From an optimization exercise on the open Yosys and OpenROAD flow, aimed at small area and a short achievable clock period; shortcuts taken in it are not production practice. At most, simulation tests tie the RTL to the original design; equivalence was not proved. Power and IR drop assume default switching activity.

// add_jump_cpu
module add_jump_cpu (
    input               clk,
    input               rst,
    input        [15:0] value,
    input        [1:0]  dest,
    input        [1:0]  src,
    input               add,
    input               jump,
    input               prog,
    input               advance,
    output   [3:0]  pc,
    output   [15:0] o_b,
    output   [15:0] o_r0,
    output   [15:0] o_r1,
    output   [15:0] o_r2,
    output   [15:0] o_r3,
    output   [31:0] w2_dbg,
    output          asm_store_clk_dbg
);
==> flow/config.mk <==
export PLATFORM = sky130hd
export DESIGN_NAME = add_jump_cpu
export DESIGN_NICKNAME = add_jump_cpu
export VERILOG_FILES = /design/flow/design.v
export SDC_FILE = /design/flow/constraint.sdc
export NUM_CORES = 4
export LEC_CHECK = 0
export CAP_MARGIN = 20
export CORE_MARGIN = 2
export CORE_UTILIZATION = 55
export SETUP_SLACK_MARGIN = 2.4
export SLEW_MARGIN = 20
==> flow/constraint.sdc <==
create_clock -name core_clock -period 5.5 [get_ports {clk}]
set_input_delay 1.1000 -clock core_clock [delete_from_list [all_inputs] [get_ports {clk}]]
set_output_delay 1.1000 -clock core_clock [all_outputs]
set_load 0.01 [all_outputs]
standard.sh (not shown) runs the stock make flow with config.mk's settings and CLKGATE_MAP_FILE= SYNTH_SCRIPT=/design/flow/synth_recipe.tcl, a recipe that flattens the netlist after the stock synthesis.
==> flow/flow/run.sh <==
#!/bin/bash
# Standard ORFS layout with two changes: ports are buffered with a plain
# buf_2 instead of the delay cell buffer_ports picks, and adders are left as
# plain gates for ABC (no half/full adder cell extraction), so ABC can build a
# fast carry tree.
set -euo pipefail
bash standard.sh finish \
    "BUFFER_PORTS_ARGS=-buffer_cell sky130_fd_sc_hd__buf_2" \
    ADDER_MAP_FILE= > standard_flow.log 2>&1
Next try:
==> flow/flow/run.sh (replaced) <==
#!/bin/bash
# Standard ORFS layout with two changes: ports are buffered with a plain
# buf_1 instead of the delay cell buffer_ports picks, and adders are left as
# plain gates for ABC (no half/full adder cell extraction), so ABC can build a
# fast carry tree.
set -euo pipefail
bash standard.sh finish \
    "BUFFER_PORTS_ARGS=-buffer_cell sky130_fd_sc_hd__buf_1" \
    ADDER_MAP_FILE= > standard_flow.log 2>&1
First-iteration DRC count went up by about a fifth.
Setup slack is worse by 0.10 ns.
Clock power came out higher by roughly a tenth.
Cell count went up slightly.
Routed wire length increases by a few percent.
Total power went up by a few percent.
Function was not checked in any run of this note: the RTL went through the layout flow alone.

* * *

== rev 12 ==
Another version of the RTL of add_jump_cpu (not shown whole).
For scale: ~1400 cells after synthesis, about 140 I/O pins, roughly 0.018 mm² of cells after synthesis.
Settings: LEC_CHECK=0, CAP_MARGIN=20, CORE_MARGIN=2, CORE_UTILIZATION=60, SETUP_SLACK_MARGIN=2.3, SLEW_MARGIN=20, SYNTH_HIERARCHICAL=1; clock period 5.5 ns.
==> flow/flow/run.sh <==
#!/bin/bash
# Standard ORFS layout with three changes: ports are buffered with a plain
# buf_2 instead of the delay cell buffer_ports picks; adders are left as plain
# gates for ABC (no half/full adder cell extraction), so ABC can build a fast
# carry tree; and the clock tree uses clkbuf_8 leaves over larger clusters,
# without dummy loads.
set -euo pipefail
bash standard.sh finish \
    "BUFFER_PORTS_ARGS=-buffer_cell sky130_fd_sc_hd__buf_2" \
    ADDER_MAP_FILE= \
    "CTS_ARGS=-sink_clustering_enable -repair_clock_nets -dont_use_dummy_load -buf_list sky130_fd_sc_hd__clkbuf_8 -sink_clustering_size 16 -sink_clustering_max_diameter 60" \
    > standard_flow.log 2>&1
Edits applied to the flow inputs when going from rev 12 to rev 13:
diff --git a/flow/flow/run.sh b/flow/flow/run.sh
--- a/flow/flow/run.sh
+++ b/flow/flow/run.sh
@@ -10 +10 @@
-    ADDER_MAP_FILE= \
+    ADDER_MAP_FILE= MATCH_CELL_FOOTPRINT=0 \
Findings:
Rev 13 gives less met1 routing resource usage after global routing than rev 12 did. Rev 13 has number of buffer and inverter instances along the worst setup path below what rev 12 had. A highest routed metal layer of met4 is what rev 12 shows, while met5 belongs to rev 13. Compared with rev 12, rev 13 shows global-route wire length before repair higher by 1.6%.
No functional check of the RTL was part of any run of this note.

* * *

== red ==
add_jump_cpu, a different RTL version from the one above (not shown whole).
Size: roughly 1500 cells after synthesis.
==> flow/config.mk <==
export PLATFORM = sky130hd
export DESIGN_NAME = add_jump_cpu
export DESIGN_NICKNAME = add_jump_cpu
export VERILOG_FILES = /design/flow/design.v
export SDC_FILE = /design/flow/constraint.sdc
export NUM_CORES = 4
export LEC_CHECK = 0
export CAP_MARGIN = 20
export CORE_MARGIN = 2
export CORE_UTILIZATION = 60
export SETUP_SLACK_MARGIN = 2.3
export SLEW_MARGIN = 20
export SYNTH_HIERARCHICAL = 1
==> flow/constraint.sdc <==
create_clock -name core_clock -period 5.5 [get_ports {clk}]
set_input_delay 1.1000 -clock core_clock [delete_from_list [all_inputs] [get_ports {clk}]]
set_output_delay 1.1000 -clock core_clock [all_outputs]
set_load 0.01 [all_outputs]
==> flow/flow/run.sh <==
#!/bin/bash
# Standard ORFS layout with three changes: ports are buffered with a plain
# buf_2 instead of the delay cell buffer_ports picks; adders are left as plain
# gates for ABC (no half/full adder cell extraction), so ABC can build a fast
# carry tree; and the clock tree uses clkbuf_8 leaves over larger clusters,
# without dummy loads.
set -euo pipefail
bash standard.sh finish \
    "BUFFER_PORTS_ARGS=-buffer_cell sky130_fd_sc_hd__buf_2" \
    ADDER_MAP_FILE= MATCH_CELL_FOOTPRINT=0 \
    "CTS_ARGS=-sink_clustering_enable -repair_clock_nets -dont_use_dummy_load -buf_list sky130_fd_sc_hd__clkbuf_8 -sink_clustering_size 16 -sink_clustering_max_diameter 60" \
    > standard_flow.log 2>&1
Setup changes, red to blue
Settings: swapping 2.3 for 2.5 in SETUP_SLACK_MARGIN.
Results
In blue the worst reg2reg path depth turned out 6 higher than in red. Minimum period implied by the final worst setup slack in blue is 0.038 ns below red. a22oi_2 as the cell type of the slowest stage on the worst timing path was reported by blue, and and3b_2 by red. Compared with red, blue shows clock buffer instance count of the final layout higher by about 3%. According to the power report, total power for blue is higher than for red. Diff red -> blue: amount of wire on met2 after detailed routing dropped 350 µm; setup slack went up.
## Diff of input files: green against blue
Settings: SETUP_SLACK_MARGIN: 2.5 -> 2.3.
==> flow/flow/run.sh <==
#!/bin/bash
# Standard ORFS layout with three changes: ports are buffered with a plain
# buf_2 instead of the delay cell buffer_ports picks; adders are left as plain
# gates for ABC (no half/full adder cell extraction), so ABC can build a fast
# carry tree; and the clock tree uses clkbuf_16 leaves over larger clusters,
# without dummy loads.
set -euo pipefail
bash standard.sh finish \
    "BUFFER_PORTS_ARGS=-buffer_cell sky130_fd_sc_hd__buf_2" \
    ADDER_MAP_FILE= MATCH_CELL_FOOTPRINT=0 \
    "CTS_ARGS=-sink_clustering_enable -repair_clock_nets -dont_use_dummy_load -buf_list sky130_fd_sc_hd__clkbuf_16 -sink_clustering_size 28 -sink_clustering_max_diameter 80" \
    > standard_flow.log 2>&1
Notes after the runs:
- Combinational share of power delta for green relative to blue: 1.0 points lower
- Relative to blue, overall fraction of global-route tracks in use decreased by 0.20 points in green.
- Compared with blue, in green cell area power density climbed about 3%, clock network power up about 9%, post-layout utilization of the core went down by 1.1 points, global placer's final weighted congestion went down, worst relative slew slack now sits higher.
- For the met2 global-route usage, green came in 1.2 points higher than blue did.
- green leaves less setup margin than blue.
- Re post-layout total power: green is 89 µW up on blue.
- Comparing blue and green, the higher final instance area was measured on blue.

## port drivers added, routing unchanged
In the flow no input, the clock included, has a driving cell. The finished layouts below were timed again as built, in two steps. Step 1 (the two cells are an assumption about what drives the block):
set clk [get_ports {clk}]
set_driving_cell -lib_cell sky130_fd_sc_hd__clkbuf_16 $clk
set_driving_cell -lib_cell sky130_fd_sc_hd__buf_2 [delete_from_list [all_inputs] $clk]
Step 2 moves the port delays by t, midway between the first and last clock arrival at a register: inputs arrive t later, outputs are due t later. That takes back most of the time a late clock gives input paths. Three values: no drivers, after step 1, after step 2; two values: the first two.
run	t (ns)	slack for setup (ns)	hold slack, ns	worst register clock-pin slew, ns
the first run of note 1	0.593	1.900 / 1.831 / 1.323	0.469 / 0.469 / 0.469	0.06 / 0.06
the second run of note 1	0.619	1.795 / 1.759 / 1.187	0.482 / 0.482 / 0.482	0.07 / 0.07
rev 12	0.589	2.121 / 2.074 / 1.586	0.566 / 0.566 / 0.566	0.10 / 0.10
rev 13	0.584	2.164 / 2.069 / 1.676	0.573 / 0.573 / 0.573	0.11 / 0.11
red	0.595	2.338 / 2.112 / 1.680	0.566 / 0.566 / 0.566	0.10 / 0.10
blue	0.593	2.376 / 2.174 / 1.824	0.573 / 0.573 / 0.573	0.10 / 0.10
green	0.595	2.338 / 2.129 / 1.742	0.568 / 0.568 / 0.568	0.11 / 0.11
After both steps setup and hold are still met in every run listed. The setup slack of red, which loses most, moves by -0.226 ns with the drivers and by -0.658 ns with both steps.
